From an optimization exercise on the open Yosys and OpenROAD flow, aimed at small area, a short achievable clock period and few clock cycles per item; shortcuts taken in it are not production practice. At most, simulation tests tie the RTL to the original design; equivalence was not proved. No functional check of the RTL was part of runs 2 and 3.

[flow/config.mk]
export PLATFORM = sky130hd
export DESIGN_NAME = polinomio
export DESIGN_NICKNAME = polinomio
export VERILOG_FILES = /design/flow/design.v
export SDC_FILE = /design/flow/constraint.sdc
export NUM_CORES = 4
export LEC_CHECK = 0
export CAP_MARGIN = 20
export CORE_MARGIN = 2
export CORE_UTILIZATION = 40
export SETUP_SLACK_MARGIN = 3.2
export SLEW_MARGIN = 20
export SYNTH_HIERARCHICAL = 1
[flow/constraint.sdc]
create_clock -name core_clock -period 9.0 [get_ports {clk}]
set_input_delay 1.8000 -clock core_clock [delete_from_list [all_inputs] [get_ports {clk}]]
set_output_delay 1.8000 -clock core_clock [all_outputs]
set_load 0.01 [all_outputs]
[flow/design.v]
module mac16(m, x, kn, y);
    input [15:0] m;
    input [15:0] x;
    input [15:0] kn;
    output [15:0] y;
    wire p1 = ~(m[0] & x[0]);
    wire p2 = ~(m[0] & x[1]);
    wire p3 = ~(m[0] & x[2]);
    wire p4 = ~(m[0] & x[3]);
    wire p5 = ~(m[0] & x[4]);
    wire p6 = ~(m[0] & x[5]);
    wire p7 = ~(m[0] & x[6]);
    wire p8 = ~(m[0] & x[7]);
    wire p9 = ~(m[0] & x[8]);
    wire p10 = ~(m[0] & x[9]);
    wire p11 = ~(m[0] & x[10]);
    wire p12 = ~(m[0] & x[11]);
    wire p13 = ~(m[0] & x[12]);
    wire p14 = ~(m[0] & x[13]);
    wire p15 = ~(m[0] & x[14]);
    wire p16 = ~(m[0] & x[15]);
    wire p17 = ~(m[1] & x[0]);
    wire p18 = ~(m[1] & x[1]);
    wire p19 = ~(m[1] & x[2]);
    wire p20 = ~(m[1] & x[3]);
    wire p21 = ~(m[1] & x[4]);
    wire p22 = ~(m[1] & x[5]);
    wire p23 = ~(m[1] & x[6]);
    wire p24 = ~(m[1] & x[7]);
    wire p25 = ~(m[1] & x[8]);
    wire p26 = ~(m[1] & x[9]);
    wire p27 = ~(m[1] & x[10]);
    wire p28 = ~(m[1] & x[11]);
    wire p29 = ~(m[1] & x[12]);
    wire p30 = ~(m[1] & x[13]);
    wire p31 = ~(m[1] & x[14]);
    wire p32 = ~(m[2] & x[0]);
    wire p33 = ~(m[2] & x[1]);
    wire p34 = ~(m[2] & x[2]);
    wire p35 = ~(m[2] & x[3]);
    wire p36 = ~(m[2] & x[4]);
    wire p37 = ~(m[2] & x[5]);
    wire p38 = ~(m[2] & x[6]);
    wire p39 = ~(m[2] & x[7]);
    wire p40 = ~(m[2] & x[8]);
    wire p41 = ~(m[2] & x[9]);
    wire p42 = ~(m[2] & x[10]);
    wire p43 = ~(m[2] & x[11]);
    wire p44 = ~(m[2] & x[12]);
    wire p45 = ~(m[2] & x[13]);
    wire p46 = ~(m[3] & x[0]);
    wire p47 = ~(m[3] & x[1]);
    wire p48 = ~(m[3] & x[2]);
    wire p49 = ~(m[3] & x[3]);
    wire p50 = ~(m[3] & x[4]);
    wire p51 = ~(m[3] & x[5]);
    wire p52 = ~(m[3] & x[6]);
    wire p53 = ~(m[3] & x[7]);
    wire p54 = ~(m[3] & x[8]);
    wire p55 = ~(m[3] & x[9]);
    wire p56 = ~(m[3] & x[10]);
    wire p57 = ~(m[3] & x[11]);
    wire p58 = ~(m[3] & x[12]);
    wire p59 = ~(m[4] & x[0]);
    wire p60 = ~(m[4] & x[1]);
    wire p61 = ~(m[4] & x[2]);
    wire p62 = ~(m[4] & x[3]);
    wire p63 = ~(m[4] & x[4]);
    wire p64 = ~(m[4] & x[5]);
    wire p65 = ~(m[4] & x[6]);
    wire p66 = ~(m[4] & x[7]);
    wire p67 = ~(m[4] & x[8]);
    wire p68 = ~(m[4] & x[9]);
    wire p69 = ~(m[4] & x[10]);
    wire p70 = ~(m[4] & x[11]);
    wire p71 = ~(m[5] & x[0]);
    wire p72 = ~(m[5] & x[1]);
    wire p73 = ~(m[5] & x[2]);
    wire p74 = ~(m[5] & x[3]);
    wire p75 = ~(m[5] & x[4]);
    wire p76 = ~(m[5] & x[5]);
    wire p77 = ~(m[5] & x[6]);
    wire p78 = ~(m[5] & x[7]);
    wire p79 = ~(m[5] & x[8]);
    wire p80 = ~(m[5] & x[9]);
    wire p81 = ~(m[5] & x[10]);
    wire p82 = ~(m[6] & x[0]);
    wire p83 = ~(m[6] & x[1]);
    wire p84 = ~(m[6] & x[2]);
    wire p85 = ~(m[6] & x[3]);
    wire p86 = ~(m[6] & x[4]);
    wire p87 = ~(m[6] & x[5]);
    wire p88 = ~(m[6] & x[6]);
    wire p89 = ~(m[6] & x[7]);
    wire p90 = ~(m[6] & x[8]);
    wire p91 = ~(m[6] & x[9]);
    wire p92 = ~(m[7] & x[0]);
    wire p93 = ~(m[7] & x[1]);
    wire p94 = ~(m[7] & x[2]);
    wire p95 = ~(m[7] & x[3]);
    wire p96 = ~(m[7] & x[4]);
    wire p97 = ~(m[7] & x[5]);
    wire p98 = ~(m[7] & x[6]);
    wire p99 = ~(m[7] & x[7]);
    wire p100 = ~(m[7] & x[8]);
    wire p101 = ~(m[8] & x[0]);
    wire p102 = ~(m[8] & x[1]);
    wire p103 = ~(m[8] & x[2]);
    wire p104 = ~(m[8] & x[3]);
    wire p105 = ~(m[8] & x[4]);
    wire p106 = ~(m[8] & x[5]);
    wire p107 = ~(m[8] & x[6]);
    wire p108 = ~(m[8] & x[7]);
    wire p109 = ~(m[9] & x[0]);
    wire p110 = ~(m[9] & x[1]);
    wire p111 = ~(m[9] & x[2]);
    wire p112 = ~(m[9] & x[3]);
    wire p113 = ~(m[9] & x[4]);
    wire p114 = ~(m[9] & x[5]);
    wire p115 = ~(m[9] & x[6]);
    wire p116 = ~(m[10] & x[0]);
    wire p117 = ~(m[10] & x[1]);
    wire p118 = ~(m[10] & x[2]);
    wire p119 = ~(m[10] & x[3]);
    wire p120 = ~(m[10] & x[4]);
    wire p121 = ~(m[10] & x[5]);
    wire p122 = ~(m[11] & x[0]);
    wire p123 = ~(m[11] & x[1]);
    wire p124 = ~(m[11] & x[2]);
    wire p125 = ~(m[11] & x[3]);
    wire p126 = ~(m[11] & x[4]);
    wire p127 = ~(m[12] & x[0]);
    wire p128 = ~(m[12] & x[1]);
    wire p129 = ~(m[12] & x[2]);
    wire p130 = ~(m[12] & x[3]);
    wire p131 = ~(m[13] & x[0]);
    wire p132 = ~(m[13] & x[1]);
    wire p133 = ~(m[13] & x[2]);
    wire p134 = ~(m[14] & x[0]);
    wire p135 = ~(m[14] & x[1]);
    wire p136 = ~(m[15] & x[0]);
    wire s137;
    xnor_cell h138(kn[1], p17, s137);
    wire c138;
    or_cell o138(kn[1], p17, c138);
    wire s139, c140;
    fa_cell f140(kn[2], p18, p3, s139, c140);
    wire s141;
    xnor_cell h142(p32, c138, s141);
    wire c142;
    or_cell o142(p32, c138, c142);
    wire s143, c144;
    fa_cell f144(kn[3], p19, p33, s143, c144);
    wire s145, c146;
    fa_cell f146(p4, p46, c140, s145, c146);
    wire s147;
    xnor_cell h148(s143, c142, s147);
    wire c148;
    or_cell o148(s143, c142, c148);
    wire s149, c150;
    fa_cell f150(kn[4], p20, p34, s149, c150);
    wire s151, c152;
    fa_cell f152(p47, p5, p59, s151, c152);
    wire s153, c154;
    fa_cell f154(c144, s149, s151, s153, c154);
    wire s155;
    xnor_cell h156(c146, c148, s155);
    wire c156;
    or_cell o156(c146, c148, c156);
    wire s157, c158;
    fa_cell f158(kn[5], p21, p35, s157, c158);
    wire s159, c160;
    fa_cell f160(p48, p6, p60, s159, c160);
    wire s161, c162;
    fa_cell f162(p71, c150, c152, s161, c162);
    wire s163, c164;
    fa_cell f164(s157, s159, s161, s163, c164);
    wire s165;
    xnor_cell h166(c154, c156, s165);
    wire c166;
    or_cell o166(c154, c156, c166);
    wire s167, c168;
    fa_cell f168(kn[6], p22, p36, s167, c168);
    wire s169, c170;
    fa_cell f170(p49, p61, p7, s169, c170);
    wire s171, c172;
    fa_cell f172(p72, p82, c158, s171, c172);
    wire s173, c174;
    fa_cell f174(c160, s167, s169, s173, c174);
    wire s175, c176;
    fa_cell f176(c162, s171, s173, s175, c176);
    wire s177;
    xnor_cell h178(c164, c166, s177);
    wire c178;
    or_cell o178(c164, c166, c178);
    wire s179, c180;
    fa_cell f180(kn[7], p23, p37, s179, c180);
    wire s181, c182;
    fa_cell f182(p50, p62, p73, s181, c182);
    wire s183, c184;
    fa_cell f184(p8, p83, p92, s183, c184);
    wire s185, c186;
    fa_cell f186(c168, c170, s179, s185, c186);
    wire s187, c188;
    fa_cell f188(s181, s183, c172, s187, c188);
    wire s189, c190;
    fa_cell f190(c174, s185, s187, s189, c190);
    wire s191;
    xnor_cell h192(c176, c178, s191);
    wire c192;
    or_cell o192(c176, c178, c192);
    wire s193, c194;
    fa_cell f194(kn[8], p101, p24, s193, c194);
    wire s195, c196;
    fa_cell f196(p38, p51, p63, s195, c196);
    wire s197, c198;
    fa_cell f198(p74, p84, p9, s197, c198);
    wire s199, c200;
    fa_cell f200(p93, c180, c182, s199, c200);
    wire s201, c202;
    fa_cell f202(c184, s193, s195, s201, c202);
    wire s203, c204;
    fa_cell f204(s197, c186, s199, s203, c204);
    wire s205, c206;
    fa_cell f206(s201, c188, s203, s205, c206);
    wire s207;
    xnor_cell h208(c190, c192, s207);
    wire c208;
    or_cell o208(c190, c192, c208);
    wire s209, c210;
    fa_cell f210(kn[9], p10, p102, s209, c210);
    wire s211, c212;
    fa_cell f212(p109, p25, p39, s211, c212);
    wire s213, c214;
    fa_cell f214(p52, p64, p75, s213, c214);
    wire s215, c216;
    fa_cell f216(p85, p94, c194, s215, c216);
    wire s217, c218;
    fa_cell f218(c196, c198, s209, s217, c218);
    wire s219, c220;
    fa_cell f220(s211, s213, c200, s219, c220);
    wire s221, c222;
    fa_cell f222(s215, c202, s217, s221, c222);
    wire s223, c224;
    fa_cell f224(c204, s219, s221, s223, c224);
    wire s225;
    xnor_cell h226(c206, s223, s225);
    wire c226;
    or_cell o226(c206, s223, c226);
    wire s227, c228;
    fa_cell f228(kn[10], p103, p11, s227, c228);
    wire s229, c230;
    fa_cell f230(p110, p116, p26, s229, c230);
    wire s231, c232;
    fa_cell f232(p40, p53, p65, s231, c232);
    wire s233, c234;
    fa_cell f234(p76, p86, p95, s233, c234);
    wire s235, c236;
    fa_cell f236(c210, c212, c214, s235, c236);
    wire s237, c238;
    fa_cell f238(s227, s229, s231, s237, c238);
    wire s239, c240;
    fa_cell f240(s233, c216, c218, s239, c240);
    wire s241, c242;
    fa_cell f242(s235, s237, c220, s241, c242);
    wire s243, c244;
    fa_cell f244(c222, s239, s241, s243, c244);
    wire s245;
    xnor_cell h246(c224, s243, s245);
    wire c246;
    or_cell o246(c224, s243, c246);
    wire s247, c248;
    fa_cell f248(kn[11], p104, p111, s247, c248);
    wire s249, c250;
    fa_cell f250(p117, p12, p122, s249, c250);
    wire s251, c252;
    fa_cell f252(p27, p41, p54, s251, c252);
    wire s253, c254;
    fa_cell f254(p66, p77, p87, s253, c254);
    wire s255, c256;
    fa_cell f256(p96, c228, c230, s255, c256);
    wire s257, c258;
    fa_cell f258(c232, c234, s247, s257, c258);
    wire s259, c260;
    fa_cell f260(s249, s251, s253, s259, c260);
    wire s261, c262;
    fa_cell f262(c236, s255, c238, s261, c262);
    wire s263, c264;
    fa_cell f264(s257, s259, c240, s263, c264);
    wire s265, c266;
    fa_cell f266(s261, c242, s263, s265, c266);
    wire s267;
    xnor_cell h268(c244, s265, s267);
    wire c268;
    or_cell o268(c244, s265, c268);
    wire s269, c270;
    fa_cell f270(kn[12], p105, p112, s269, c270);
    wire s271, c272;
    fa_cell f272(p118, p123, p127, s271, c272);
    wire s273, c274;
    fa_cell f274(p13, p28, p42, s273, c274);
    wire s275, c276;
    fa_cell f276(p55, p67, p78, s275, c276);
    wire s277, c278;
    fa_cell f278(p88, p97, c248, s277, c278);
    wire s279, c280;
    fa_cell f280(c250, c252, c254, s279, c280);
    wire s281, c282;
    fa_cell f282(s269, s271, s273, s281, c282);
    wire s283, c284;
    fa_cell f284(s275, c256, c258, s283, c284);
    wire s285, c286;
    fa_cell f286(s277, c260, s279, s285, c286);
    wire s287, c288;
    fa_cell f288(s281, c262, s283, s287, c288);
    wire s289, c290;
    fa_cell f290(s285, c264, s287, s289, c290);
    wire s291;
    xnor_cell h292(c266, s289, s291);
    wire c292;
    or_cell o292(c266, s289, c292);
    wire s293, c294;
    fa_cell f294(kn[13], p106, p113, s293, c294);
    wire s295, c296;
    fa_cell f296(p119, p124, p128, s295, c296);
    wire s297, c298;
    fa_cell f298(p131, p14, p29, s297, c298);
    wire s299, c300;
    fa_cell f300(p43, p56, p68, s299, c300);
    wire s301, c302;
    fa_cell f302(p79, p89, p98, s301, c302);
    wire s303, c304;
    fa_cell f304(c270, c272, c274, s303, c304);
    wire s305, c306;
    fa_cell f306(c276, s293, s295, s305, c306);
    wire s307, c308;
    fa_cell f308(s297, s299, s301, s307, c308);
    wire s309, c310;
    fa_cell f310(c278, c280, c282, s309, c310);
    wire s311, c312;
    fa_cell f312(s303, s305, s307, s311, c312);
    wire s313, c314;
    fa_cell f314(c284, c286, s309, s313, c314);
    wire s315, c316;
    fa_cell f316(s311, c288, s313, s315, c316);
    wire s317;
    xnor_cell h318(c290, s315, s317);
    wire c318;
    or_cell o318(c290, s315, c318);
    wire s319, c320;
    fa_cell f320(kn[14], p107, p114, s319, c320);
    wire s321, c322;
    fa_cell f322(p120, p125, p129, s321, c322);
    wire s323, c324;
    fa_cell f324(p132, p134, p15, s323, c324);
    wire s325, c326;
    fa_cell f326(p30, p44, p57, s325, c326);
    wire s327, c328;
    fa_cell f328(p69, p80, p90, s327, c328);
    wire s329, c330;
    fa_cell f330(p99, c294, c296, s329, c330);
    wire s331, c332;
    fa_cell f332(c298, c300, c302, s331, c332);
    wire s333, c334;
    fa_cell f334(s319, s321, s323, s333, c334);
    wire s335, c336;
    fa_cell f336(s325, s327, c304, s335, c336);
    wire s337, c338;
    fa_cell f338(s329, c306, c308, s337, c338);
    wire s339, c340;
    fa_cell f340(s331, s333, c310, s339, c340);
    wire s341, c342;
    fa_cell f342(s335, s337, c312, s341, c342);
    wire s343, c344;
    fa_cell f344(c314, s339, s341, s343, c344);
    wire s345;
    xnor_cell h346(c316, s343, s345);
    wire c346;
    or_cell o346(c316, s343, c346);
    wire s347, c348;
    fa_cell f348(kn[15], p100, p108, s347, c348);
    wire s349, c350;
    fa_cell f350(p115, p121, p126, s349, c350);
    wire s351, c352;
    fa_cell f352(p130, p133, p135, s351, c352);
    wire s353, c354;
    fa_cell f354(p136, p16, p31, s353, c354);
    wire s355, c356;
    fa_cell f356(p45, p58, p70, s355, c356);
    wire s357, c358;
    fa_cell f358(p81, p91, c320, s357, c358);
    wire s359, c360;
    fa_cell f360(c322, c324, c326, s359, c360);
    wire s361, c362;
    fa_cell f362(c328, s347, s349, s361, c362);
    wire s363, c364;
    fa_cell f364(s351, s353, s355, s363, c364);
    wire s365, c366;
    fa_cell f366(c330, c332, s357, s365, c366);
    wire s367, c368;
    fa_cell f368(c334, s359, s361, s367, c368);
    wire s369, c370;
    fa_cell f370(s363, c336, c338, s369, c370);
    wire s371, c372;
    fa_cell f372(s365, s367, c340, s371, c372);
    wire s373, c374;
    fa_cell f374(s369, c342, s371, s373, c374);
    wire s375;
    xnor_cell h376(c344, s373, s375);
    wire [15:0] g, p;
    nor_cell gn0(kn[0], p1, g[0]);
    xor_cell pn0(kn[0], p1, p[0]);
    nor_cell gn1(p2, s137, g[1]);
    xor_cell pn1(p2, s137, p[1]);
    nor_cell gn2(s141, s139, g[2]);
    xor_cell pn2(s141, s139, p[2]);
    nor_cell gn3(s147, s145, g[3]);
    xor_cell pn3(s147, s145, p[3]);
    nor_cell gn4(s155, s153, g[4]);
    xor_cell pn4(s155, s153, p[4]);
    nor_cell gn5(s165, s163, g[5]);
    xor_cell pn5(s165, s163, p[5]);
    nor_cell gn6(s175, s177, g[6]);
    xor_cell pn6(s175, s177, p[6]);
    nor_cell gn7(s189, s191, g[7]);
    xor_cell pn7(s189, s191, p[7]);
    nor_cell gn8(s205, s207, g[8]);
    xor_cell pn8(s205, s207, p[8]);
    nor_cell gn9(c208, s225, g[9]);
    xor_cell pn9(c208, s225, p[9]);
    nor_cell gn10(c226, s245, g[10]);
    xor_cell pn10(c226, s245, p[10]);
    nor_cell gn11(c246, s267, g[11]);
    xor_cell pn11(c246, s267, p[11]);
    nor_cell gn12(c268, s291, g[12]);
    xor_cell pn12(c268, s291, p[12]);
    nor_cell gn13(c292, s317, g[13]);
    xor_cell pn13(c292, s317, p[13]);
    nor_cell gn14(c318, s345, g[14]);
    xor_cell pn14(c318, s345, p[14]);
    nor_cell gn15(c346, s375, g[15]);
    xor_cell pn15(c346, s375, p[15]);
    wire G377;
    ao21_cell a377(g[1], p[1], g[0], G377);
    wire G378;
    ao21_cell a378(g[2], p[2], G377, G378);
    wire G379;
    ao21_cell a379(g[3], p[3], G378, G379);
    wire G380;
    ao21_cell a380(g[4], p[4], G379, G380);
    wire G381;
    ao21_cell a381(g[5], p[5], G380, G381);
    wire G382;
    ao21_cell a382(g[6], p[6], G381, G382);
    wire G383;
    ao21_cell a383(g[7], p[7], G382, G383);
    wire G384;
    ao21_cell a384(g[8], p[8], G383, G384);
    wire G385;
    ao21_cell a385(g[9], p[9], G384, G385);
    wire G386;
    ao21_cell a386(g[10], p[10], G385, G386);
    wire G387;
    ao21_cell a387(g[11], p[11], G386, G387);
    wire C388;
    ao21_cell a388(g[12], p[12], G387, C388);
    wire G389;
    wire G390;
    ao21_cell a390(g[13], p[13], g[12], G390);
    wire P391;
    and2_cell n391(p[13], p[12], P391);
    ao21_cell a389(G390, P391, G387, G389);
    wire C392;
    ao21_cell a392(g[14], p[14], G389, C392);
    assign y[0] = p[0];
    xor_cell sn1(p[1], g[0], y[1]);
    xor_cell sn2(p[2], G377, y[2]);
    xor_cell sn3(p[3], G378, y[3]);
    xor_cell sn4(p[4], G379, y[4]);
    xor_cell sn5(p[5], G380, y[5]);
    xor_cell sn6(p[6], G381, y[6]);
    xor_cell sn7(p[7], G382, y[7]);
    xor_cell sn8(p[8], G383, y[8]);
    xor_cell sn9(p[9], G384, y[9]);
    xor_cell sn10(p[10], G385, y[10]);
    xor_cell sn11(p[11], G386, y[11]);
    xor_cell sn12(p[12], G387, y[12]);
    xor_cell sn13(p[13], C388, y[13]);
    xor_cell sn14(p[14], G389, y[14]);
    xor_cell sn15(p[15], C392, y[15]);
endmodule
module fa_cell(a, b, c, s, co);
    input a, b, c;
    output s, co;
    assign s = a ^ b ^ c;
    assign co = (a & b) | (a & c) | (b & c);
endmodule
module xnor_cell(a, b, y);
    input a, b;
    output y;
    assign y = ~(a ^ b);
endmodule
module or_cell(a, b, y);
    input a, b;
    output y;
    assign y = a | b;
endmodule
module nor_cell(a, b, y);
    input a, b;
    output y;
    assign y = ~(a | b);
endmodule
module xor_cell(a, b, y);
    input a, b;
    output y;
    assign y = a ^ b;
endmodule
module and2_cell(a, b, y);
    input a, b;
    output y;
    assign y = a & b;
endmodule
module ao21_cell(a, b, c, y);
    input a, b, c;
    output y;
    assign y = a | (b & c);
endmodule
module polinomio(clk, inicio, reset, a, b, c, x, saida, pronto, livre);
    input clk;
    input inicio;
    input reset;
    input [15:0] a;
    input [15:0] b;
    input [15:0] c;
    input [15:0] x;
    output [15:0] saida;
    output pronto;
    output livre;
    reg [15:0] acc;
    reg livre_r;    
    reg pronto_r;
    wire [15:0] m = livre_r ? a : acc;
    wire [15:0] kn = livre_r ? ~b : ~c;    
    wire [15:0] y;
    mac16 u0(m, x, kn, y);
    always @(posedge clk) begin
        acc <= y;
        if (reset) begin
            livre_r <= 1'b1;
            pronto_r <= 1'b0;
        end else begin
            livre_r <= ~(livre_r & inicio);
            pronto_r <= ~livre_r;
        end
    end
    assign saida = acc;
    assign pronto = pronto_r;
    assign livre = livre_r;
endmodule
[flow/flow/run.sh]
#!/bin/bash
# Standard ORFS layout with two changes: the port buffers are
# sky130_fd_sc_hd__buf_1, and after the floorplan every combinational cell is
# set to its smallest drive strength (downsize.tcl), so that the later timing
# repair only upsizes the cells that need it.
set -euo pipefail
export BUFFER_PORTS_ARGS="-buffer_cell sky130_fd_sc_hd__buf_1"
bash standard.sh floorplan > floorplan.log 2>&1
R=orfs/results/$FLOW_PLATFORM/polinomio/base
openroad -no_init -exit flow/downsize.tcl > downsize.log 2>&1
bash standard.sh finish > finish.log 2>&1
[flow/flow/downsize.tcl]
# Set each combinational cell of the floorplan to the smallest drive strength
# of its function (same name with _1, or _0 where that exists).
set r orfs/results/$::env(FLOW_PLATFORM)/polinomio/base
foreach lib [glob $::env(FLOW_HOME)/platforms/$::env(FLOW_PLATFORM)/lib/*tt*.lib] { read_liberty $lib }
read_db $r/2_floorplan.odb
set n 0
foreach inst [[ord::get_db_block] getInsts] {
  set m [[$inst getMaster] getName]
  if {![regexp {^(sky130_fd_sc_hd__)(mux2i?|a\w+|o\w+|nand\w*|nor\w*|and\w*|or\w*|xor\w*|xnor\w*|inv|ha|fa)_(\d+)$} $m -> pre fn sz]} { continue }
  if {$sz <= 1} { continue }
  foreach s {1} {
    set cand ${pre}${fn}_$s
    if {[[ord::get_db] findMaster $cand] ne "NULL"} {
      if {[catch {replace_cell [$inst getName] $cand} err]} { puts "skip [$inst getName]: $err" } else { incr n; puts "[$inst getName] $m -> $cand" }
      break
    }
  }
}
puts "downsized $n cells"
write_db $r/2_floorplan.odb
[flow/standard.sh]
#!/bin/bash
# synth_recipe.tcl (not shown) runs the flow's synth.tcl, then flattens the netlist and writes it again
# the make line also repeats each setting of config.mk as NAME=value (left out here)
make -C /OpenROAD-flow-scripts/flow DESIGN_CONFIG=/design/flow/config.mk WORK_HOME=/design/flow/orfs CLKGATE_MAP_FILE= SYNTH_SCRIPT=/design/flow/synth_recipe.tcl "${@:-finish}"
==> impl_metrics.toml, run 1 <==
[worst_setup_path]
critPathMostFrequentCell = "fa_1"
crit_required_ns = 9.15
critPathBufInv = 1
crit_slowest_cell = "fa_1"
crit_fanout = 11
cpPeakStageDelay_ns = 0.53
cp_top_family = "adder cells"
rr_worst_depth = 14
crit_path_end_kind = "register"
arrival_ns = 5.81
cp.depth = 15
path_cells = "buf_1, mux2_2, nand2_1, fa_1, fa_1, fa_1, fa_1, fa_1, xnor2_1, xor2_1, a21o_1, a21o_1, a21o_1, a21o_1, xor2_1"
cp-start-kind = "input port"
worstSetupPathType = "input port to register"

[timing]
worst-slew-pin-transition_ns = 0.433
maxSlewHeadroom = 0.711
finalCritPeriodShare = 0.628
fmax_mhz = 177
rsz0062_at_grt = "false"
fin_setup_tns_ns = 0
setup_viol = 0
clock_skew_ns = 0.00944
finalHoldViolations = 0
finalMaxSlewViolations = 0
fin_crit_ns = 5.65

[grt]
first_global_vias = 3396
grt_use_met3 = 0.0249
busiest_layer = "met2"
grt_usage = 0.202
antenna_found_initial = 0
grt-ovfl-total = 0
met1_usage = 0.267
grt_start_max_net_pins = 24
use_met2 = 0.347
grt_pass1_wl_um = 17400

[yosys]
yosys.area.top_type = "fa_1"
yosysTopAreaCellShare = 0.496
synth_seq_cells = 18
ys_seq_area_frac = 0.0851
ys_warn_count = 7
yosys-top-cells-count = "nand2_1 (136), fa_1 (105), xor2_1 (31), dfxtp_1 (18)"
synthArstFlopShare = 0
synth_area_leaders = "fa_1 (50%), nand2_1 (12%), dfxtp_1 (8.5%)"
synth.distinct_cells = 18
syn_nets = 581
netlist_area_um2 = 4240
synth_edf_count = 0
avgSynthCellArea_um2 = 10.4
ys.flop_type = "dfxtp_1"
synth_most_common_cell = "nand2_1"
syn_inst = 409

[final_layout]
finalCoreUtilization = 0.443
antenna_cells = 0
num-fill-cells = 1014
drive_gt1_frac = 0.0571
nets = 646
design_area_um2 = 4580
area_growth_pct = 8.03

[clock_network]
cts_buffer_depth = 2
cts_tree = "built"
cts_buffers = 3
clk_latency_ns = 0.27
cts_max_level = 1
cts_hold_buf = 0
clock-sinks = 18
cts-root-buf = "clkbuf_8"
path_clk_slew_ns = 0.08

[drt]
antenna_left = 0
drt-wirelength-per-cell_um = 17.4
drt-initial-drc-count = 164
drc = 0
vias = 3081
drt_pass1_iterations = 4
viasPerCell = 5.06
routed_wl_um = 10600

[floorplanning]
die_area_um2 = 11400
initial_utilization = 0.410
core_um2 = 10300
fp-row-count = 37
die_h_um = 107
ios = 85
die_x_um = 107

[place]
placed_cell_area_um2 = 4480
port-buffer-count = 84
gp_congestion = 0.871
hpwl_um = 8550

[hold_path]
hp-class = "register to register"
whs_path_depth = 1

[run_status]
status = "complete, no violations"

[job]
max_cap_viol_count = 0
-- stage by stage --
step                setup WS [ns]  hold slack (ns)  instances
finish                       3.35            0.621        609
global route                 3.21            0.637        609
CTS                          3.21            0.628        609
detailed placement           2.75            0.609        605
global placement             2.79            0.602        605
floorplan                    3.21            0.756        409
-- cell type report --
class	count	area, um2	area share
repair buffers	85	334	0.0730
clock buffers	4	55.1	0.0120
multi-input cells	366	3660	0.799
well taps	136	170	0.0372
flip-flops and latches	18	362	0.0790
-- registers in the layout, summed over array words and instances (netlist names) --
register and flops:
pronto_r 1, acc 16, livre_r 1
-- cells by family (layout without fill, tap and decap cells) --
family | count (synthesis) | in the layout | share of synthesized area
multiplexers | 32 | 32 | 0.0910
AND/OR/NAND/NOR | 168 | 168 | 0.159
AO/OA/AOI/OAI | 15 | 15 | 0.0266
buffers and inverters | 25 | 89 | 0.0475
flip-flops | 18 | 18 | 0.0851
XOR/XNOR | 46 | 46 | 0.0951
adder cells (fa/ha/maj) | 105 | 105 | 0.496
-- Yosys stat by module, one instance, submodules excluded --
module,cell area [um2],copies in the design,cells,flip-flops and latches
ao21_cell,7.51,15,1,0
xnor_cell,8.76,15,1,0
mac16,658,1,157,0
polinomio,811,1,56,18
nor_cell,3.75,15,1,0
xor_cell,8.76,31,1,0
or_cell,6.26,14,1,0
and2_cell,6.26,1,1,0
fa_cell,20.0,105,1,0
-- timing repair --
action,4_1_cts,5_1_grt
pin swaps,0,1
buffers inserted,0,0
endpoints found under the setup margin,2,3
resized for setup,10,19
-- final timing paths --
check	from	to	slack [ns]
setup / recovery	a[5]	acc[15]$_DFF_P_	3.35
hold reg to reg	livre_r$_SDFF_PP1_	livre_r$_SDFF_PP1_	0.62
setup reg to reg	livre_r$_SDFF_PP1_	acc[15]$_DFF_P_	3.79
hold / removal	livre_r$_SDFF_PP1_	livre_r$_SDFF_PP1_	0.62
-- layout by cell type, fill, tap and decap left out, drive strengths merged --
| master | netlist | final |
|---|---|---|
| a21o | 15 | 15 |
| dfxtp | 18 | 18 |
| mux2i | 16 | 16 |
| nand3b | 1 | 1 |
| xor2 | 31 | 31 |
| or2 | 14 | 14 |
| and2 | 1 | 1 |
| nor2 | 16 | 16 |
| xnor2 | 15 | 15 |
| fa | 105 | 105 |
| clkbuf | 0 | 8 |
| mux2 | 16 | 16 |
| nand2 | 136 | 136 |
| buf | 25 | 81 |
-- routing by layer --
layer  vias up  share of wire
met5         -              0
met4         0          0.024
met3        15          0.082
met2       134           0.50
met1      1565           0.39
li1       1367              -
Testbench counts, summed over its fixed seeds: cycles 6,400, items 3,200.
==> inputs of run 2 (changes only) <==
--- a/flow/design.v
+++ b/flow/design.v
@@ -463,14 +463,22 @@
     wire G387;
     ao21_cell a387(g[11], p[11], G386, G387);
-    wire C388;
-    ao21_cell a388(g[12], p[12], G387, C388);
+    wire G388;
     wire G389;
-    wire G390;
-    ao21_cell a390(g[13], p[13], g[12], G390);
-    wire P391;
-    and2_cell n391(p[13], p[12], P391);
-    ao21_cell a389(G390, P391, G387, G389);
-    wire C392;
-    ao21_cell a392(g[14], p[14], G389, C392);
+    ao21_cell a389(g[12], p[12], g[11], G389);
+    wire P390;
+    and2_cell n390(p[12], p[11], P390);
+    ao21_cell a388(G389, P390, G386, G388);
+    wire G391;
+    wire G392;
+    ao21_cell a392(g[13], p[13], g[12], G392);
+    wire P393;
+    and2_cell n393(p[13], p[12], P393);
+    ao21_cell a391(G392, P393, G387, G391);
+    wire G394;
+    wire G395;
+    ao21_cell a395(g[14], p[14], g[13], G395);
+    wire P396;
+    and2_cell n396(p[14], p[13], P396);
+    ao21_cell a394(G395, P396, G388, G394);
     assign y[0] = p[0];
     xor_cell sn1(p[1], g[0], y[1]);
@@ -486,7 +494,7 @@
     xor_cell sn11(p[11], G386, y[11]);
     xor_cell sn12(p[12], G387, y[12]);
-    xor_cell sn13(p[13], C388, y[13]);
-    xor_cell sn14(p[14], G389, y[14]);
-    xor_cell sn15(p[15], C392, y[15]);
+    xor_cell sn13(p[13], G388, y[13]);
+    xor_cell sn14(p[14], G391, y[14]);
+    xor_cell sn15(p[15], G394, y[15]);
 endmodule
 module fa_cell(a, b, c, s, co);
@@ -521,4 +529,15 @@
     assign y = a & b;
 endmodule
+module booth_enc(x1, x0, xm1, one, two);
+    input x1, x0, xm1;
+    output one, two;
+    assign one = x0 ^ xm1;
+    assign two = (x1 & ~x0 & ~xm1) | (~x1 & x0 & xm1);
+endmodule
+module booth_sel(one, mj, two, mjm1, neg, ppn);
+    input one, mj, two, mjm1, neg;
+    output ppn;
+    assign ppn = ~(((one & mj) | (two & mjm1)) ^ neg);
+endmodule
 module ao21_cell(a, b, c, y);
     input a, b, c;
==> run 2 against run 1 <==
Effect of this change:
- utilization up 0.18 points
- critical endpoint unchanged
- register-to-register slack better by 0.12 ns
- non-clock buffer count up 1
==> impl_metrics.toml, run 2 <==
[hold_path]
hp-class = "register to register"

[drt]
viasPerCell = 5.01
drt_pass1_iterations = 4
drt-initial-drc-count = 202
drt-wirelength-per-cell_um = 17.4
antenna_left = 0
vias = 3073
routed_wl_um = 10700
drc = 0

[run_status]
status = "complete, no violations"

[yosys]
ys.flop_type = "dfxtp_1"
yosysTopAreaCellShare = 0.493
synth_seq_cells = 18
synth_most_common_cell = "nand2_1"
syn_inst = 413
synthArstFlopShare = 0
avgSynthCellArea_um2 = 10.3
synth_edf_count = 0
yosys-top-cells-count = "nand2_1 (136), fa_1 (105), xor2_1 (31), dfxtp_1 (18), a21o_1 (17)"
synth_area_leaders = "fa_1 (49%), nand2_1 (12%), dfxtp_1 (8.5%)"
syn_nets = 585
synth.distinct_cells = 18
netlist_area_um2 = 4260
ys_seq_area_frac = 0.0845
yosys.area.top_type = "fa_1"
ys_warn_count = 7

[final_layout]
antenna_cells = 0
area_growth_pct = 7.78
layout_common_cells = "nand2_1 (136), fa_1 (105), buf_1 (77), xor2_1 (30)"
layout.cells.non_filler = 613
regMostFlops = "acc"
layout_commonest_cell = "nand2_1"
num-fill-cells = 1025
top_regs = "acc x16, livre_r x1, pronto_r x1"
largest_register_ffs = 16
nets = 651
drive_gt1_frac = 0.0482

[clock_network]
cts-root-buf = "clkbuf_8"
clock-sinks = 18
clk_latency_ns = 0.25
cts_buffers = 3
cts_tree = "built"
path_clk_slew_ns = 0.08
cts_buffer_depth = 2
cts_max_level = 1

[place]
gp_congestion = 0.931
hpwl_um = 8620
place_inst = 609
port-buffer-count = 84

[floorplanning]
die_h_um = 107
core_um2 = 10300
fp-row-count = 37
die_x_um = 107
die_area_um2 = 11500
initial_utilization = 0.413
ios = 85

[timing]
finalHoldViolations = 0
fmax_mhz = 176
finalCritPeriodShare = 0.633
whs_ns = 0.512
rsz0062_at_grt = "false"
worst-slew-pin-transition_ns = 0.547
fin_setup_tns_ns = 0
setup_viol = 0
finalMaxSlewViolations = 0
clock_skew_ns = 0.00261
fin_crit_ns = 5.70
maxSlewHeadroom = 0.635

[grt]
grt_start_max_net_pins = 29
antenna_found_initial = 0
grt_pass1_wl_um = 17600
grt_usage = 0.202
grt-ovfl-total = 0
first_global_vias = 3473

[worst_setup_path]
critPathMostFrequentCell = "fa_1"
worstSetupPathType = "input port to register"
crit_path_end_kind = "register"
cp-start-kind = "input port"
crit_slowest_cell = "fa_1"
path_cells = "buf_1, mux2_1, nand2_1, fa_1, fa_1, fa_1, fa_1, fa_1, xnor2_1, xor2_1, and2_1, a21o_1, a21o_1, xor2_1"
cpPeakStageDelay_ns = 0.54
arrival_ns = 5.84
crit_required_ns = 9.14
crit_fanout = 6

[job]
max_cap_viol_count = 0
[run 2: changes by cell type in the layout (fill, tap and decap cells not counted), sizes merged]
| cell | delta |
|---|---|
| buf | +1 |
| and2 | +2 |
| a21o | +2 |
| clkbuf | -1 |
[run 2: metal layers]
metal  GRT usage  vias to the layer above  wire length (um)
met5           0                        -                 0
met4      0.0594                        0               226
met3      0.0321                       10               736
met2       0.352                      117              5310
met1       0.261                     1564              4390
li1            -                     1382                 -
[run 2: layout make-up]
cell class,count,area (um2),share of cell area
timing repair buffer,86,339,0.0738
tap,136,170,0.0370
multi-input combinational,370,3680,0.802
clock buffer,3,41.3,0.00898
sequential,18,362,0.0787
[run 2: logic make-up (layout without fill, tap and decap cells)]
group,Yosys count,in the layout,synth area share
simple gates,170,170,0.161
fa+ha+maj,105,105,0.493
xor+xnor,46,46,0.0945
mux,32,32,0.0904
buf+inv,25,89,0.0472
flops,18,18,0.0845
compound gates,17,17,0.0299
[run 2: path summary, 6_finish.rpt]
path	from	endpoint	slack [ns]	cells past startpoint
min reg2reg	livre_r$_SDFF_PP1_	livre_r$_SDFF_PP1_	0.51	1
min	livre_r$_SDFF_PP1_	livre_r$_SDFF_PP1_	0.51	1
max reg2reg	livre_r$_SDFF_PP1_	acc[15]$_DFF_P_	3.91	14
max	a[10]	acc[15]$_DFF_P_	3.30	14
[run 2: what timing repair did]
action	in CTS	in global routing
endpoints found under the setup margin	1	4
resized for setup	7	15
gates cloned	0	0
hold buffers	0	0
pin swaps	0	3
buffers inserted	0	1
[run 2: stage by stage]
stage                      util  setup slack, ns  instance area [um2]
final                     0.445             3.30                 4600
after global routing      0.445             3.20                 4600
after CTS                 0.441             3.21                 4560
after detailed placement  0.437             2.82                 4510
after global placement    0.437             2.90                 4510
after floorplan               -             3.27                 4260
[run 2: per-module statistics from Yosys (local to each module, per instance)]
module / copies in the design / flops+latches
nor_cell: 15 / 0
and2_cell: 3 / 0
ao21_cell: 17 / 0
mac16: 1 / 0
xnor_cell: 15 / 0
or_cell: 14 / 0
xor_cell: 31 / 0
polinomio: 1 / 18
fa_cell: 105 / 0
[run 2: critical path: cells and delay by family]
kind	cells	cell delay, ns
mux	1	0.45
simple gates	2	0.35
fa+ha+maj	5	2.28
buf+inv	1	0.07
compound gates	2	0.36
xor+xnor	3	0.53
==> inputs of run 3 (changes only) <==
--- a/flow/design.v
+++ b/flow/design.v
@@ -460,25 +460,33 @@
     ao21_cell a385(g[9], p[9], G384, G385);
     wire G386;
-    ao21_cell a386(g[10], p[10], G385, G386);
     wire G387;
-    ao21_cell a387(g[11], p[11], G386, G387);
-    wire G388;
+    ao21_cell a387(g[10], p[10], g[9], G387);
+    wire P388;
+    and2_cell n388(p[10], p[9], P388);
+    ao21_cell a386(G387, P388, G384, G386);
     wire G389;
-    ao21_cell a389(g[12], p[12], g[11], G389);
-    wire P390;
-    and2_cell n390(p[12], p[11], P390);
-    ao21_cell a388(G389, P390, G386, G388);
+    ao21_cell a389(g[11], p[11], G386, G389);
+    wire G390;
     wire G391;
-    wire G392;
-    ao21_cell a392(g[13], p[13], g[12], G392);
-    wire P393;
-    and2_cell n393(p[13], p[12], P393);
-    ao21_cell a391(G392, P393, G387, G391);
+    ao21_cell a391(g[12], p[12], g[11], G391);
+    wire P392;
+    and2_cell n392(p[12], p[11], P392);
+    ao21_cell a390(G391, P392, G386, G390);
+    wire G393;
     wire G394;
-    wire G395;
-    ao21_cell a395(g[14], p[14], g[13], G395);
-    wire P396;
-    and2_cell n396(p[14], p[13], P396);
-    ao21_cell a394(G395, P396, G388, G394);
+    ao21_cell a394(g[13], p[13], G391, G394);
+    wire P395;
+    and2_cell n395(p[13], P392, P395);
+    ao21_cell a393(G394, P395, G386, G393);
+    wire G396;
+    wire G397;
+    wire G398;
+    ao21_cell a398(g[14], p[14], g[13], G398);
+    wire P399;
+    and2_cell n399(p[14], p[13], P399);
+    ao21_cell a397(G398, P399, G391, G397);
+    wire P400;
+    and2_cell n400(P399, P392, P400);
+    ao21_cell a396(G397, P400, G386, G396);
     assign y[0] = p[0];
     xor_cell sn1(p[1], g[0], y[1]);
@@ -493,8 +501,8 @@
     xor_cell sn10(p[10], G385, y[10]);
     xor_cell sn11(p[11], G386, y[11]);
-    xor_cell sn12(p[12], G387, y[12]);
-    xor_cell sn13(p[13], G388, y[13]);
-    xor_cell sn14(p[14], G391, y[14]);
-    xor_cell sn15(p[15], G394, y[15]);
+    xor_cell sn12(p[12], G389, y[12]);
+    xor_cell sn13(p[13], G390, y[13]);
+    xor_cell sn14(p[14], G393, y[14]);
+    xor_cell sn15(p[15], G396, y[15]);
 endmodule
 module fa_cell(a, b, c, s, co);
==> run 3 against run 2 <==
Effect of this change:
- routed wire length grew 3.5%
- worst hold slack worse by 0.0021 ns
- sequential share of layout area fell by 0.11 points
- cell area is 1.5% higher
- non-clock buffer count is 1 lower
- critical endpoint unchanged
- critical path type unchanged
- maximum frequency down 0.11%
==> impl_metrics.toml, run 3 <==
[run_status]
status = "complete, no violations"

[worst_setup_path]
arrival_ns = 5.85
crit_fanout = 12
crit_path_end_kind = "register"
worstSetupPathType = "input port to register"
crit_slowest_cell = "fa_1"
cp_top_family = "adder cells"
critPathMostFrequentCell = "fa_1"
crit_required_ns = 9.15
cp-start-kind = "input port"
rr_startpoint = "livre_r$_SDFF_PP1_"
path_cells = "buf_1, mux2_2, nand2_1, fa_1, fa_1, fa_1, fa_1, fa_1, or2_1, xor2_2, and2_1, and2_1, a21o_1, xor2_1"
cpPeakStageDelay_ns = 0.54
critPathBufInv = 1
cp-startpoint = "a[4]"

[yosys]
yosys-top-cells-count = "nand2_1 (136), fa_1 (105), xor2_1 (31), a21o_1 (19), dfxtp_1 (18)"
avgSynthCellArea_um2 = 10.3
synthArstFlopShare = 0
syn_nets = 589
yosysTopAreaCellShare = 0.490
syn_inst = 417
ys_warn_count = 7
synth.distinct_cells = 18
ys_seq_area_frac = 0.0840
ys.flop_type = "dfxtp_1"
synth_area_leaders = "fa_1 (49%), nand2_1 (12%), dfxtp_1 (8.4%)"
netlist_area_um2 = 4290
yosys.area.top_type = "fa_1"
synth_most_common_cell = "nand2_1"
synth_edf_count = 0
synth_seq_cells = 18

[timing]
finalCritPeriodShare = 0.634
fin_setup_tns_ns = 0
finalMaxSlewViolations = 0
fin_crit_ns = 5.70
rsz0062_at_grt = "false"
clock_skew_ns = 0.00218
finalHoldViolations = 0
fmax_mhz = 175
worst-slew-pin-transition_ns = 0.482
maxSlewHeadroom = 0.678
setup_viol = 0

[hold_path]
min_from = "livre_r$_SDFF_PP1_"
hp-class = "register to register"

[floorplanning]
die_x_um = 108
fp-row-count = 37
die_area_um2 = 11600
core_um2 = 10400
initial_utilization = 0.414
ios = 85
die_h_um = 108

[grt]
grt_start_max_net_pins = 29
grt_pass1_wl_um = 17500
antenna_found_initial = 0
first_global_vias = 3590
grt_usage = 0.202
grt-ovfl-total = 0

[drt]
vias = 3168
drc = 0
drt_pass1_iterations = 4
drt-wirelength-per-cell_um = 17.9
antenna_left = 0
viasPerCell = 5.13
routed_wl_um = 11000
drt-initial-drc-count = 168

[final_layout]
largest_register_ffs = 16
regMostFlops = "acc"
area_growth_pct = 8.66
layout.cells.non_filler = 617
num-fill-cells = 1040
antenna_cells = 0
layout_commonest_cell = "nand2_1"
drive_gt1_frac = 0.0665
top_regs = "acc x16, livre_r x1, pronto_r x1"
layout_common_cells = "nand2_1 (136), fa_1 (105), buf_1 (75), xor2_1 (29), a21o_1 (19)"
nets = 655

[clock_network]
cts_buffer_depth = 2
clock-sinks = 18
post_cts_buffers = 0
path_clk_slew_ns = 0.08
cts-root-buf = "clkbuf_8"
cts_tree = "built"
cts_buffers = 3
cts_hold_buf = 0
cts_max_level = 1
clk_latency_ns = 0.26

[place]
port-buffer-count = 84
gp_congestion = 0.955
place_inst = 613
hpwl_um = 8730

[job]
max_cap_viol_count = 0
## run 3: cell types whose count changed after synthesis
cell / change
a21o_1: +2
and2_1: +2
## run 3: logic make-up after synthesis
logic type,Yosys count,share of synthesized area
compound gates,19,0.0332
xor+xnor,46,0.0939
fa+ha+maj,105,0.490
buf+inv,25,0.0469
flops,18,0.0840
mux,32,0.0898
simple gates,172,0.162
## run 3: routing by layer
metal,vias up,part of all wire,GRT usage
li1,1399,-,-
met1,1549,0.38,0.250
met2,190,0.49,0.348
met3,30,0.090,0.0351
met4,0,0.043,0.0870
met5,-,0,0
## run 3: cell type report
class / instances / area (um2) / area share
Sequential cell: 18 / 362 / 0.0775
Timing Repair Buffer: 85 / 334 / 0.0716
Tap cell: 136 / 170 / 0.0365
Multi-Input combinational cell: 375 / 3760 / 0.805
Clock buffer: 3 / 41.3 / 0.00885
## run 3: metrics by stage
stage | utilization | instance area (um2) | setup slack [ns] | hold WS (ns)
final | 0.450 | 4660 | 3.30 | 0.510
after global routing | 0.450 | 4660 | 3.20 | 0.550
after floorplan | - | 4290 | 3.21 | 0.756
after global placement | 0.438 | 4540 | 2.85 | 0.498
after CTS | 0.442 | 4590 | 3.21 | 0.524
after detailed placement | 0.438 | 4540 | 2.82 | 0.504
## run 3: path summary, 6_finish.rpt
path / depth (start not counted) / slack, ns / end
setup / recovery: 14 / 3.30 / acc[15]$_DFF_P_
hold / removal: 1 / 0.51 / livre_r$_SDFF_PP1_
hold reg to reg: 1 / 0.51 / livre_r$_SDFF_PP1_
setup reg to reg: 14 / 3.89 / acc[15]$_DFF_P_
## run 3: repair_timing
action	4_1_cts	5_1_grt
cloned	0	1
pin swaps	0	2
setup endpoints to repair	4	4
hold endpoints to repair	0	0
gates resized for setup	8	26
## run 3: modules after synthesis (local to each module, per instance)
module / copies in the design / cell area (um2) / flops+latches / cells inside
nor_cell: 15 / 3.75 / 0 / 1
xor_cell: 31 / 8.76 / 0 / 1
or_cell: 14 / 6.26 / 0 / 1
xnor_cell: 15 / 8.76 / 0 / 1
mac16: 1 / 658 / 0 / 157
polinomio: 1 / 811 / 18 / 56
fa_cell: 105 / 20.0 / 0 / 1
and2_cell: 5 / 6.26 / 0 / 1
ao21_cell: 19 / 7.51 / 0 / 1

==> port drivers added, routing unchanged <==
No port has a modelled driver above. Below, the same layouts with a new extraction and two added sets of constraints. Step 1, drivers: a clkbuf_16 drives clk and a buf_2 each remaining input, both assumed. Step 2, shift: input delay + t, output delay - t, t = (earliest + latest rising clock arrival at the registers) / 2. This alone moves slack from input paths to output paths. Slacks: ideal ports / drivers / drivers and shift; pairs: ideal ports / drivers.
| run | t, ns | setup WS [ns] | clock arrival spread, ns | worst register clock-pin slew, ns |
|---|---|---|---|---|
| run 1 | 0.298 | 3.347 / 3.345 / 3.047 | 0.010 / 0.009 | 0.08 / 0.08 |
| run 2 | 0.288 | 3.302 / 3.308 / 3.019 | 0.003 / 0.003 | 0.08 / 0.08 |
| run 3 | 0.296 | 3.296 / 3.309 / 3.013 | 0.003 / 0.002 | 0.08 / 0.08 |
After both steps every run listed still meets setup and hold. The setup slack of run 1, which loses most, moves by -0.002 ns with the drivers and by -0.300 ns with both steps.
